This is an optimization exercise on Yosys and OpenROAD, whose aim is small area, a short achievable clock period and few clock cycles, not a production implementation. Function was checked by simulation only, so behaviour that the tests miss may differ from the original.

Design layernorm_norm, start of the top module:
module layernorm_norm (
    input  wire         aclk,
    input  wire         arstn,
    input  wire [159:0] S_AXIS_TDATA,
    input  wire         S_AXIS_TVALID,
    output wire         S_AXIS_TREADY,
    output wire [127:0] M_AXIS_TDATA,
    output wire         M_AXIS_TVALID,
    input  wire         M_AXIS_TREADY
);
    localparam DEPTH = 7;
    wire en = S_AXIS_TREADY;
    reg [DEPTH-1:0] vld;
    always @(posedge aclk or negedge arstn) begin
        if (!arstn)
            vld <= {DEPTH{1'b0}};
        else if (en)
            vld <= {vld[DEPTH-2:0], S_AXIS_TVALID};
    end
    assign M_AXIS_TVALID = vld[DEPTH-1];
    assign S_AXIS_TREADY = !vld[DEPTH-1] || M_AXIS_TREADY;
    wire [15:0] mean0, msq0;
    ln_front u_front (.sum(S_AXIS_TDATA[31:16]), .mean(mean0), .msq(msq0));
    reg [127:0] x1;
    reg [15:0]  ex2_1, mean1, msq1;
    always @(posedge aclk) if (en) begin
        x1    <= S_AXIS_TDATA[159:32];
        ex2_1 <= S_AXIS_TDATA[15:0];
        mean1 <= mean0;
  ...
Size: ~13000 cells after synthesis, ~290 I/O pins.
clock: 11.0 ns
lec_check: 0
abc_area: 1
cap_margin: 20
core_margin: 2
core_utilization: 40
setup_slack_margin: 5
slew_margin: 20
run.sh (not shown) runs the stock make flow with config.mk's settings and CLKGATE_MAP_FILE= SYNTH_SCRIPT=/design/flow/synth_recipe.tcl, a recipe that flattens the netlist after the stock synthesis.
Testbench counts at the start, summed over its fixed seeds: cycles 4,152.
==> next run, changes <==
Settings changed: CORE_UTILIZATION 40 to 55.
Effect: The changed run ran to the end with no violations; hold slack hardly moves; utilization came out higher by 16 points; first-iteration DRC count came out lower by about 1.1%; die area came out lower by about 27%; wire length came out lower by about 0.9%.

== run A ==
Another version of the RTL of layernorm_norm (not shown whole).
Size: roughly 9600 cells after synthesis, roughly 290 I/O pins, roughly 95000 um2 of cells after synthesis.
==> flow/config.mk <==
export PLATFORM = sky130hd
export DESIGN_NAME = layernorm_norm
export DESIGN_NICKNAME = layernorm_norm
export VERILOG_FILES = /design/flow/design.v
export SDC_FILE = /design/flow/constraint.sdc
export NUM_CORES = 4
export LEC_CHECK = 0
export CAP_MARGIN = 10
export CORE_MARGIN = 2
export CORE_UTILIZATION = 40
export SETUP_SLACK_MARGIN = 5
export SLEW_MARGIN = 10
==> flow/constraint.sdc <==
create_clock -name core_clock -period 11.0 [get_ports {aclk}]
set_input_delay 2.2000 -clock core_clock [delete_from_list [all_inputs] [get_ports {aclk}]]
set_output_delay 2.2000 -clock core_clock [all_outputs]
set_load 0.01 [all_outputs]
Run A reached the end of the flow, and the finished layout is clean on the timing, design-rule and antenna checks.
Testbench counts of run A, summed over its fixed seeds: cycles 4,152.
diff inputs: run A => run B
- CORE_UTILIZATION changed from 40 to 55
- ABC_AREA newly set to 1
- CAP_MARGIN changed from 10 to 20
- SLEW_MARGIN changed from 10 to 20
[summary]
- When the final numbers for run A and run B were put side by side, the total number of vias turned out to be smaller in run A.
- Cmp run B vs run A: routed wire length lower in run B
- For worst hold slack, run B and run A come out practically identical.
- Re critical path depth: run B is 23 down on run A.
The inputs of run C differ from those of run B as listed below.
- a change of CORE_UTILIZATION from 55 to 65
## What came out
Run C: no failed stages, no open violations at the end. Summary of run C over run B: number of port buffers ~0 delta, minimum hold slack ~0 delta. Cell count: run C and run B compared, lower one is run C. Going from run B to run C, design area decreased by 0.89% relative to the old numbers; minimum period implied by the final worst setup slack decreased by 0.024 ns relative to the old numbers; number of CTS-inserted buffers decreased by 7.1% relative to the old numbers.

== main ==
layernorm_norm with an RTL version that a note above also has.
For scale: ~1200 flip-flops, roughly 290 I/O pins, ~100000 µm² of cells after synthesis.
export LEC_CHECK = 0
export CAP_MARGIN = 20
export CORE_MARGIN = 2
export CORE_UTILIZATION = 55
export SETUP_SLACK_MARGIN = 5
export SLEW_MARGIN = 20
create_clock -name core_clock -period 11.0 [get_ports {aclk}]
main completed; timing, DRC and antenna clean
Testbench counts of main, summed over its fixed seeds: cycles 4,152.
Input changes introduced in the feature branch (baseline for comparison: main):
- CORE_UTILIZATION changed from 55 to 40
### Flow results
The final layouts of main and the feature branch pass the timing, design-rule and antenna checks. Compared to main, the feature branch reaches a lower achievable clock. Area: the feature branch vs main -> the feature branch larger. Count of non-filler cells in the finished layout: the feature branch > main. Comparing worst hold margin for main and the feature branch, the smaller number came from the feature branch. Worst clock skew (higher): the feature branch. Wire length of the first global-routing pass, main and the feature branch: larger value in the feature branch.

## afterwards: timing with drivers on the ports
Ports are ideal in the flow. The routed layouts listed here were re-timed in OpenROAD.
Step 1, drivers: a clkbuf_16 drives aclk and a buf_2 each remaining input, both assumed.
Step 2 adds t to the input delays and takes it off the output delays; t is the mean of the earliest and latest rising clock arrival at the registers after step 1. Input paths then give back, and output paths get back, about the clock's delay inside the block.
Slacks: no drivers / after step 1 / after step 2; pairs: no drivers / after step 1.
run | t, ns | setup WS [ns] | latest minus earliest clock arrival (ns)
the first run of note 1 | 0.933 | 5.125 / 5.103 / 4.715 | 0.059 / 0.058
the second run of note 1 | 0.873 | 5.148 / 5.058 / 4.653 | 0.041 / 0.041
run A | 0.893 | 4.789 / 4.789 / 4.706 | 0.035 / 0.035
run B | 0.870 | 5.052 / 5.029 / 4.637 | 0.048 / 0.048
run C | 0.875 | 5.075 / 5.053 / 4.756 | 0.052 / 0.053
main | 0.885 | 5.034 / 5.034 / 4.697 | 0.048 / 0.049
the feature branch | 0.911 | 4.952 / 4.952 / 4.737 | 0.047 / 0.047
After both steps every run listed still meets setup and hold. For the second run of note 1, which loses most, drivers alone change the setup slack by -0.090 ns; drivers and shift together by -0.495 ns.
